Source: an optimization exercise on an open RTL-to-GDS flow (aim: small area, a short achievable clock period and few clock cycles per item). Production flows keep margins and buffers that such runs may drop.
In this exercise RTL edits were held to simulation tests only and were not proved equivalent to the original.
No activity file was given, so power comes from the tool's default toggle rates.

==> inputs of exp/violet <==
Design floating_carpma, start of the top module:
module floating_carpma #(
	parameter N_BIT 		= 64,
	parameter EXPONENT 		= 11,
	parameter FRACTION      = 52,
	parameter DURUM_UST_BIT = 105,
	parameter BIAS 			= 1023,
	parameter CS1W          = 530,   
	parameter CS2W          = 207
	)
    (
	input 		clk,
	input 		rst,
	input 		start,
	input 		[N_BIT-1:0] carpan,
	input 		[N_BIT-1:0] carpilan,
	output 		[N_BIT-1:0] sonuc,
	output 		ready,
	output 		done
    );
Settings: LEC_CHECK=0, CAP_MARGIN=20, CORE_MARGIN=2, CORE_UTILIZATION=45, CTS_BUF_LIST=sky130_fd_sc_hd__clkbuf_8 sky130_fd_sc_hd__clkbuf_4, SETUP_SLACK_MARGIN=3.15, SLEW_MARGIN=20, SYNTH_HIERARCHICAL=1, SYNTH_MINIMUM_KEEP_SIZE=0; clock period 6.0 ns.
run.sh (not shown) runs the stock make flow with config.mk's settings and CLKGATE_MAP_FILE= SYNTH_SCRIPT=/design/flow/synth_recipe.tcl, a recipe that flattens the netlist after the stock synthesis.
==> exp/sierra (differences from exp/violet) <==
Settings changed: SETUP_SLACK_MARGIN 3.15 to 3.0.
==> flow_metrics.py <==
metrics = {
    "layout": {
        "mostFrequentLayoutCells": "fa_1, dfxtp_1, o22ai_1",
        "drive_above_1_share_pct": 12.0,
    },
    "outcome": {
        "status": "no timing/DRC/antenna violations",
    },
    "worst_hold_path": {
        "hold_end": "cs2_r[4]",
    },
    "setup_path": {
        "setup.worst_path.start": "neg_r[24]",
    },
}
[end of results for exp/sierra]
==> flow_metrics.py <==
metrics = {
    "worst_hold_path": {
        "hold_end": "cs2_r[206]",
    },
    "setup_path": {
        "setup.worst_path.start": "twon_r[17]",
    },
    "layout": {
        "mostFrequentLayoutCell": "fa_1",
        "mostFrequentLayoutCells": "fa_1, dfxtp_1, o22ai_1",
        "drive_above_1_share_pct": 14.3,
        "postLayoutCoreUtil_pct": 49.5,
    },
    "grt": {
        "grt_pass1_vias": 66800,
    },
    "outcome": {
        "status": "no timing/DRC/antenna violations",
    },
    "drt": {
        "via_per_inst": 6.29,
    },
}
[end of results for exp/violet]
Testbench counts of exp/violet, summed over its fixed seeds: cycles 3,232, ops 3,200.
Testbench counts of exp/sierra, summed over its fixed seeds: cycles 3,232, ops 3,200.


==> inputs of run a <==
Another version of the RTL of floating_carpma (not shown whole).
## floating_carpma
module floating_carpma #(
	parameter N_BIT 		= 64,
	parameter EXPONENT 		= 11,
	parameter FRACTION      = 52,
	parameter DURUM_UST_BIT = 105,
	parameter BIAS 			= 1023,
	parameter CS1W          = 530,   
	parameter CS2W          = 207
	)
    (
	input 		clk,
	input 		rst,
	input 		start,
	input 		[N_BIT-1:0] carpan,
	input 		[N_BIT-1:0] carpilan,
	output 		[N_BIT-1:0] sonuc,
	output 		ready,
	output 		done
    );
	wire               isaret  = carpan[N_BIT-1] ^ carpilan[N_BIT-1];
	wire [EXPONENT-1:0] us_a   = carpan[N_BIT-2:FRACTION];
	wire [EXPONENT-1:0] us_b   = carpilan[N_BIT-2:FRACTION];
	wire [FRACTION-1:0] fr_a   = carpan[FRACTION-1:0];
	wire [FRACTION-1:0] fr_b   = carpilan[FRACTION-1:0];
	wire a_us1   = (us_a == {EXPONENT{1'b1}});
	wire b_us1   = (us_b == {EXPONENT{1'b1}});
	wire a_fr0   = (fr_a == {FRACTION{1'b0}});
	wire b_fr0   = (fr_b == {FRACTION{1'b0}});
	wire a_us0   = (us_a == {EXPONENT{1'b0}});
	wire b_us0   = (us_b == {EXPONENT{1'b0}});
	wire [EXPONENT-1:0] us_toplam = us_a + us_b - BIAS[EXPONENT-1:0];
	wire [26:0] bk_one, bk_two;    
	wire [25:0] bk_neg;
	booth_kod u_kod (
		.mb({1'b1, fr_b}),
		.onen(bk_one),
		.twon(bk_two),
		.neg(bk_neg)
	);
	reg [FRACTION-1:0] fa_r;
	reg [26:0]         one_r, two_r;
	reg [25:0]         neg_r;
  ...
Settings: LEC_CHECK=0, CAP_MARGIN=20, CORE_MARGIN=2, CORE_UTILIZATION=45, CTS_BUF_LIST=sky130_fd_sc_hd__clkbuf_8 sky130_fd_sc_hd__clkbuf_4, SETUP_SLACK_MARGIN=3.0, SLEW_MARGIN=20, SYNTH_HIERARCHICAL=1, SYNTH_MINIMUM_KEEP_SIZE=0, TNS_END_PERCENT=5; clock period 6.0 ns.
==> inputs of run b, as changes to run a <==
- CTS_BUF_LIST: sky130_fd_sc_hd__clkbuf_8 sky130_fd_sc_hd__clkbuf_4 -> default
- TNS_END_PERCENT: 5 -> default
==> summary of the runs <==
Register-to-register slack: run b is higher than run a (0.07 ns). Against run a, the combinational power of run b is higher by about 2%. Between run b and run a, the lower worst hold slack is in run b (gap 0.0020 ns). Between run a and run b, the lower via count is in run a (gap about 0.6%, measured against run b).
Testbench counts of run a, summed over its fixed seeds: cycles 3,232, ops 3,200.
Testbench counts of run b, summed over its fixed seeds: cycles 3,232, ops 3,200.


==> run M <==
Another version of the RTL of floating_carpma (not shown whole).
Settings: LEC_CHECK=0, CAP_MARGIN=20, CORE_MARGIN=2, CORE_UTILIZATION=55, SETUP_SLACK_MARGIN=3.0, SLEW_MARGIN=20, SYNTH_HIERARCHICAL=1, SYNTH_MINIMUM_KEEP_SIZE=0; clock period 6.0 ns.
==> run F (differences from run M) <==
CORE_UTILIZATION = 45   (was 55)
==> run Z (differences from run M) <==
CORE_UTILIZATION = 45   (was 55)
CTS_BUF_LIST = sky130_fd_sc_hd__clkbuf_8 sky130_fd_sc_hd__clkbuf_4   (was not set)
==> flow_summary.yaml <==
status:
  status: "no timing/DRC/antenna violations"
final_layout:
  clock_tree_area_fraction_pct: 4.54
  fill_cells: 13800
  signal_buffers: 583
critical_path:
  r2r-start: "fa_r[44]$_DFF_P_"
  crit_end: "cs1_r[274]$_DFF_P_"
detailed_routing:
  drt_wl_total_um: 353000
place:
  dp_slack_ps: 2370
sta:
  grt_setup_unrepaired: "yes"
  min_period_over_period_pct: 50.9
power:
  ir_drop_mv: 0.390
  swShare_pct: 44.1
The numbers above come from run M.

==> flow_summary.yaml <==
status:
  status: "no timing/DRC/antenna violations"
sta:
  min_period_over_period_pct: 51.6
  grt_setup_unrepaired: "no"
detailed_routing:
  drt_wl_total_um: 342000
power:
  netSwitchingPower_w: 0.0250
  ir_drop_mv: 0.465
final_layout:
  clkbuf_count: 165
  signal_buffers: 537
  clock_tree_area_fraction_pct: 4.39
  fill_cells: 18100
place:
  dp_slack_ps: 2350
critical_path:
  r2r-start: "fa_r[46]$_DFF_P_"
  crit_end: "cs1_r[346]$_DFF_P_"
  r2r_cells: 6
The numbers above come from run F.

==> flow_summary.yaml <==
grt:
  use_met3_pct: 11.3
  antenna_found_initial: 22
final_layout:
  top_register: "cs1_r"
  fill_cells: 18300
  clock_tree_area_fraction_pct: 4.48
  multi_input_gates: 5653
  signal_buffers: 548
detailed_routing:
  drt_wl_total_um: 343000
critical_path:
  r2r-start: "neg_r[8]$_DFF_P_"
sta:
  min_period_over_period_pct: 51.2
status:
  status: "no timing/DRC/antenna violations"
power:
  ir_drop_mv: 0.488
  swShare_pct: 44.6
place:
  dp_slack_ps: 2350
The numbers above come from run Z.

Testbench counts of run M, summed over its fixed seeds: cycles 3,232, ops 3,200.
Testbench counts of run F, summed over its fixed seeds: cycles 3,232, ops 3,200.
Testbench counts of run Z, summed over its fixed seeds: cycles 3,232, ops 3,200.

[afterwards: timing with drivers on the ports]
The results above use ideal ports. As a check the final layouts listed here were re-extracted and re-timed, cells and wires unchanged.
Step 1 sets driving cells, clkbuf_16 on the clock port and buf_2 on the other inputs (assumed; they add their load-dependent delay and slew).
Step 2 adds t to the input delays and takes it off the output delays; t is the mean of the earliest and latest rising clock arrival at the registers after step 1. Input paths then give back, and output paths get back, about the clock's delay inside the block.
Slacks: ideal ports / drivers / drivers and shift; pairs: ideal ports / drivers.
run	t (ns)	setup WS [ns]	clock arrival spread, ns	pins driven straight from the clock port
exp/violet	1.100	3.066 / 3.066 / 2.437	0.103 / 0.102	1
exp/sierra	1.115	2.944 / 2.944 / 2.444	0.082 / 0.082	1
run a	1.095	2.809 / 2.809 / 1.971	0.120 / 0.121	1
run b	0.876	2.877 / 2.877 / 2.135	0.086 / 0.086	1
run M	0.883	2.945 / 2.945 / 2.363	0.042 / 0.042	1
run F	0.922	2.903 / 2.903 / 2.383	0.044 / 0.043	1
run Z	1.099	2.930 / 2.930 / 2.352	0.077 / 0.077	1
After both steps setup and hold are still met in every run listed. The setup slack of run a, which loses most, moves by 0.000 ns with the drivers and by -0.838 ns with both steps.
